This is an optimization exercise on Yosys and OpenROAD, whose aim is small area, not a production implementation. RTL that was checked went through simulation tests only; none was proved equivalent to the original. The flow treats the clock pin as an ideal source. Dropping or thinning the clock tree relies on that and would not hold on a real chip. Power figures rest on the tool's default switching activity, not on a simulated workload.

==> module Simon, before the edit <==
module Simon(
    output [3:0]    an,
    output [6:0]    seg,
    output [15:0]   led,
    input  [3:0]    sw,
    input           clk,
    input           btnR,      
    input           btnL,      
    input           btnC       
    );
localparam N = 11;      
localparam LW = N - 3;  
wire        rst = ~sw[3];
reg  [1:0]  state;
reg  [2:0]  round;
reg  [2:0]  count;
reg  [7:0]  ran_bits;    
reg  [7:0]  bits;        
reg  [N-1:0] A;
reg  [N-1:0] B;
reg         P1, P2;      
reg         R1, R2;      
reg         dl;          
reg         dlR;         
reg         dbL, dbR;    
reg         X;           
wire s0 = (state == 2'd0);
wire s1 = (state == 2'd1);
wire s2 = (state == 2'd2);
wire s3 = (state == 2'd3);
wire center_pressed = dl  & ~X;
wire left_pressed   = dl  & ~dbL;
wire right_pressed  = dlR & ~dbR;
wire b          = bits[count];
wire wrong      = (right_pressed & ~b) | (left_pressed & b);
wire any        = right_pressed | left_pressed;
wire last       = (count == round);
wire [LW-1:0] lo = A[LW-1:0];
wire lo_zero = ~|lo;
wire lo_last = lo[LW-1] & ~|lo[LW-2:0];       
wire lo_fb;
generate
    if (LW == 8)      assign lo_fb = lo[7] ^ lo[5] ^ lo[4] ^ lo[3] ^ ~|lo[6:0];
    else if (LW == 3) assign lo_fb = lo[2] ^ lo[1] ^ ~|lo[1:0];
    else if (LW == 2) assign lo_fb = lo[1] ^ lo[0] ^ ~lo[0];
    else              assign lo_fb = ~lo[0];
endgenerate
wire [LW-1:0] lo_next;
generate
    if (LW > 1) assign lo_next = {lo[LW-2:0], lo_fb};
    else        assign lo_next = lo_fb;
endgenerate
wire [2:0] hi = A[N-1:N-3];
wire a_ones     = lo_last & (&hi);
wire a_zero     = lo_zero & ~|hi;
wire [3:0] top  = B[3:0];
wire flash_done = a_zero & (top == {1'b0, round} + 4'd1);
wire msg_blank  = a_ones & (&top[2:0]);
wire msg_end    = msg_blank & ~top[3];
reg  [1:0]  nstate;
always @* begin
    nstate = state;
    case (state)
        2'd0: if (center_pressed) nstate = 2'd1;
        2'd1: if (flash_done)     nstate = 2'd2;
        2'd2: if (wrong)          nstate = 2'd3;
              else if (any && last) nstate = (round == 3'd7) ? 2'd3 : 2'd1;
        default: if (msg_end)     nstate = 2'd0;
    endcase
end
wire trans = (nstate != state);
wire a_clr = ~state[0] & (P1 ^ P2);
wire b_clr = ~state[0] & (R1 ^ R2);
wire [2:0] hi_inc = hi + {2'd0, lo_last};
wire [2:0] hi_next = {hi_inc[2] | (hi[2] & ~state[0]), hi_inc[1:0]};
wire b_cin = ~state[0] | a_ones;
wire [N-1:0] b_inc = B + {{(N-1){1'b0}}, b_cin};
wire [N-1:0] b_next = {b_inc[N-1] | B[N-1], b_inc[N-2:0]};
wire a_almost = lo_last & hi[1] & hi[0];           
wire l_upd = A[N-1] | (trans & a_almost & ~(P1 ^ P2));
wire r_upd = B[N-1] | (trans & (&B[N-2:0]) & ~(R1 ^ R2));
always @(posedge clk) begin
    if (rst) begin
        state    <= 2'd0;
        round    <= 3'd0;
        count    <= 3'd0;
        ran_bits <= 8'd0;
        bits     <= 8'd0;
        A        <= {N{1'b0}};
        P1       <= 1'b0;
        P2       <= 1'b0;
        dl       <= 1'b0;
        dbL      <= 1'b0;
        dbR      <= 1'b0;
        X        <= 1'b0;
    end else begin
        state    <= nstate;
        ran_bits <= ran_bits + 8'd1;
        if (s0 && !center_pressed)
            bits <= ran_bits;
        case (state)
            2'd0: begin round <= 3'd0; count <= 3'd0; end
            2'd1: count <= 3'd0;
            2'd2: if (!wrong && any) begin
                      if (!last)               count <= count + 3'd1;
                      else if (round != 3'd7)  round <= round + 3'd1;
                  end
            default: ;
        endcase
        if (trans)
            A <= {{(N-LW){~state[0]}}, ~state[0], {(LW-1){1'b0}}};
        else
            A <= a_clr ? {N{1'b0}} : {hi_next, lo_next};
        P1  <= s0 ? btnC : (s2 & btnL);
        P2  <= ~state[0] & P1;
        dl  <= s0 ? X : (s2 & dbL);
        if (s2 && l_upd) dbL <= P2;
        if (s2 && r_upd) dbR <= R2;
        case (state)
            2'd0: if (A[N-1]) X <= P2;
            2'd1: ;
            2'd2: X <= ~wrong;
            default: if (msg_end) X <= 1'b0;
        endcase
    end
end
always @(posedge clk) begin
    if (trans)
        B <= {{(N-4){1'b0}}, {4{~state[0]}}};
    else
        B <= b_clr ? {N{1'b0}} : b_next;
    R1  <= s2 & btnR;
    R2  <= s2 & R1;
    dlR <= s2 & dbR;
end
wire lit = s1 & ~top[3] & A[N-1];
wire fb  = bits[top[2:0]];
wire [1:0] led_flash = lit ? {~fb, fb} : 2'b00;
wire show = s3 & ~msg_blank;
reg  [3:0] an_d;
reg  [6:0] seg_d;
always @* begin
    case (A[N-2:N-3])
        2'b00: begin an_d = 4'b0111; seg_d = X ? 7'b0011001 : 7'b1000111; end
        2'b01: begin an_d = 4'b1011; seg_d = X ? 7'b0000110 : 7'b1000000; end
        2'b10: begin an_d = 4'b1101; seg_d = X ? 7'b0001000 : 7'b0010010; end
        default: begin an_d = 4'b1110; seg_d = X ? 7'b0001001 : 7'b0000110; end
    endcase
end
assign an  = show ? an_d  : 4'b1111;
assign seg = show ? seg_d : 7'b1111111;
assign led[15:8] = sw[0] ? bits : 8'd0;
assign led[7:6]  = sw[1] ? state : 2'd0;
assign led[5:4]  = led_flash;
assign led[3]    = 1'b0;
assign led[2:0]  = sw[2] ? round : count;
endmodule
clock: 10.0 ns
lec_check: 0
cap_margin: 20
core_margin: 2
core_utilization: 40
slew_margin: 20
standard.sh (not shown) runs the stock make flow with config.mk's settings and CLKGATE_MAP_FILE= SYNTH_SCRIPT=/design/flow/synth_recipe.tcl, a recipe that flattens the netlist after the stock synthesis.
==> flow/flow/run.sh <==
#!/bin/bash
# The standard layout with these changes:
#  - after the standard synthesis, the combinational logic between the
#    flip-flops is re-mapped for area with Yosys/ABC (deepsyn, dch, amap),
#    trying a few random seeds and keeping the smallest netlist that Yosys
#    proves equivalent to the standard one; the flip-flops are untouched
#    (remap.ys, remap_check.ys);
#  - port buffers use the smallest buffer cell (every port still gets one);
set -euo pipefail
W=$(pwd)
P=$FLOW_PLATFORM
PD=$FLOW_HOME/platforms/$P
LIB=$(ls $PD/lib/sky130_fd_sc_hd__tt_025C_1v80.lib)
YOSYS=$FLOW_HOME/../tools/install/yosys/bin/yosys
RES=$W/orfs/results/$P/Simon/base

export BUFFER_PORTS_ARGS="-buffer_cell sky130_fd_sc_hd__buf_1"
export CTS_ARGS="-sink_clustering_enable -repair_clock_nets -dont_use_dummy_load"
export POST_CTS_TCL="$W/flow/post_cts.tcl"

# 1. the standard synthesis
bash standard.sh synth > standard_synth.log 2>&1

# 2. re-map the combinational logic
D=$W/remap
mkdir -p $D
python3 $W/flow/split_lib.py $PD/config.mk $LIB $D > $D/split_lib.log 2>&1
cp $RES/1_2_yosys.v $D/1_2_yosys.standard.v
remap_seed() {
  local seed=$1
  printf 'strash\n&get -n\n&deepsyn -J 50 -T 60 -S %s\n&put\ndch -f\namap -m -Q 0.1 -F 20 -A 20 -C 5000\ntopo\n' $seed > $D/abc_$seed.script
  for f in remap remap_check; do
    sed -e "s#@DIR@#$D#g" -e "s#@FLOW@#$W/flow#g" -e "s#@TOP@#$FLOW_TOP#g" -e "s#@SEED@#$seed#g" \
      $W/flow/$f.ys > $D/${f}_$seed.ys
  done
  if $YOSYS -s $D/remap_$seed.ys > $D/yosys_$seed.log 2>&1 &&
     $YOSYS -s $D/remap_check_$seed.ys > $D/yosys_check_$seed.log 2>&1; then
    echo "$seed $(grep 'Chip area' $D/yosys_$seed.log | tail -1 | awk '{print $NF}')" > $D/area_$seed.txt
  fi
}
for batch in "0 1 2 3" "4 5 6 7"; do
  for seed in $batch; do remap_seed $seed & done
  wait
done
# keep the smallest netlist that was proved equivalent (else the standard one)
cat $D/area_*.txt > $D/areas.log 2>/dev/null || true
best=$(sort -k2 -g $D/areas.log | head -1 | awk '{print $1}')
if [[ -n "$best" ]]; then
  echo "using seed $best" >> $D/areas.log
  cp $D/remap_$best.v $RES/1_2_yosys.v
fi

# 3. the rest of the standard layout, from the re-mapped netlist
bash standard.sh > standard_flow.log 2>&1
Other scripts of this flow, unchanged in this note and not shown: flow/flow/dff_model.v, flow/flow/post_cts.tcl, flow/flow/remap.ys, flow/flow/remap_check.ys, flow/flow/split_lib.py
Then changed:
--- a/flow/design.v
+++ b/flow/design.v
@@ -29,13 +29,14 @@
 wire s1 = (state == 2'd1);
 wire s2 = (state == 2'd2);
 wire s3 = (state == 2'd3);
 wire center_pressed = dl  & ~X;
 wire left_pressed   = dl  & ~dbL;
 wire right_pressed  = dlR & ~dbR;
-wire b          = bits[count];
+wire [2:0] bidx = state[0] ? B[2:0] : count;
+wire b          = bits[bidx];
 wire wrong      = (right_pressed & ~b) | (left_pressed & b);
 wire any        = right_pressed | left_pressed;
 wire last       = (count == round);
 wire [LW-1:0] lo = A[LW-1:0];
 wire lo_zero = ~|lo;
 wire lo_last = lo[LW-1] & ~|lo[LW-2:0];       
@@ -85,15 +86,19 @@
         state    <= 2'd0;
         round    <= 3'd0;
         count    <= 3'd0;
         ran_bits <= 8'd0;
         bits     <= 8'd0;
         A        <= {N{1'b0}};
+        B        <= {N{1'b0}};
         P1       <= 1'b0;
         P2       <= 1'b0;
+        R1       <= 1'b0;
+        R2       <= 1'b0;
         dl       <= 1'b0;
+        dlR      <= 1'b0;
         dbL      <= 1'b0;
         dbR      <= 1'b0;
         X        <= 1'b0;
     end else begin
         state    <= nstate;
         ran_bits <= ran_bits + 8'd1;
@@ -105,40 +110,37 @@
             2'd2: if (!wrong && any) begin
                       if (!last)               count <= count + 3'd1;
                       else if (round != 3'd7)  round <= round + 3'd1;
                   end
             default: ;
         endcase
-        if (trans)
+        if (trans) begin
             A <= {{(N-LW){~state[0]}}, ~state[0], {(LW-1){1'b0}}};
-        else
+            B <= {{(N-4){1'b0}}, {4{~state[0]}}};
+        end else begin
             A <= a_clr ? {N{1'b0}} : {hi_next, lo_next};
+            B <= b_clr ? {N{1'b0}} : b_next;
+        end
         P1  <= s0 ? btnC : (s2 & btnL);
         P2  <= ~state[0] & P1;
+        R1  <= s2 & btnR;
+        R2  <= s2 & R1;
         dl  <= s0 ? X : (s2 & dbL);
+        dlR <= s2 & dbR;
         if (s2 && l_upd) dbL <= P2;
         if (s2 && r_upd) dbR <= R2;
         case (state)
             2'd0: if (A[N-1]) X <= P2;
             2'd1: ;
             2'd2: X <= ~wrong;
             default: if (msg_end) X <= 1'b0;
         endcase
     end
 end
-always @(posedge clk) begin
-    if (trans)
-        B <= {{(N-4){1'b0}}, {4{~state[0]}}};
-    else
-        B <= b_clr ? {N{1'b0}} : b_next;
-    R1  <= s2 & btnR;
-    R2  <= s2 & R1;
-    dlR <= s2 & dbR;
-end
 wire lit = s1 & ~top[3] & A[N-1];
-wire fb  = bits[top[2:0]];
+wire fb  = b;
 wire [1:0] led_flash = lit ? {~fb, fb} : 2'b00;
 wire show = s3 & ~msg_blank;
 reg  [3:0] an_d;
 reg  [6:0] seg_d;
 always @* begin
     case (A[N-2:N-3])
Outcome: Hold slack is worse by 0.0059 ns. Combinational power falls by about 70%. Global-route usage falls by 0.74 points. Final area falls by 1.3%. Power falls by 22%. Worst setup slack is worse by 0.37 ns. Synthesized area falls by 1.6%. Clock skew rises by 0.020 ns. Sequential power falls by about 13%. Die area falls by about 1.5%. Cell count rises by about 0.9%.
Function not checked in the first run of this note: the RTL went through the layout flow alone.

[separate check: timing with driven ports]
The results above use ideal ports. As a check the final layouts listed here were re-extracted and re-timed, cells and wires unchanged.
Step 1, drivers: a clkbuf_16 drives clk and a buf_2 each remaining input, both assumed.
Step 2 moves the port delays by t, midway between the first and last clock arrival at a register: inputs arrive t later, outputs are due t later. That takes back most of the time a late clock gives input paths.
Slacks: no drivers / after step 1 / after step 2; pairs: no drivers / after step 1.
run | shift t [ns] | slack for setup (ns) | worst setup path at the end | worst data-port slew with drivers (ns) | pins driven straight from the clock port
the first run | 0.179 | 5.386 / 5.358 / 5.361 | input to output | 0.03 | 4
the second run | 0.185 | 5.020 / 4.967 / 5.153 | register to output | 0.03 | 4
After both steps setup and hold are still met in every run listed. The setup slack of the first run, which loses most, moves by -0.028 ns with the drivers and by -0.025 ns with both steps.
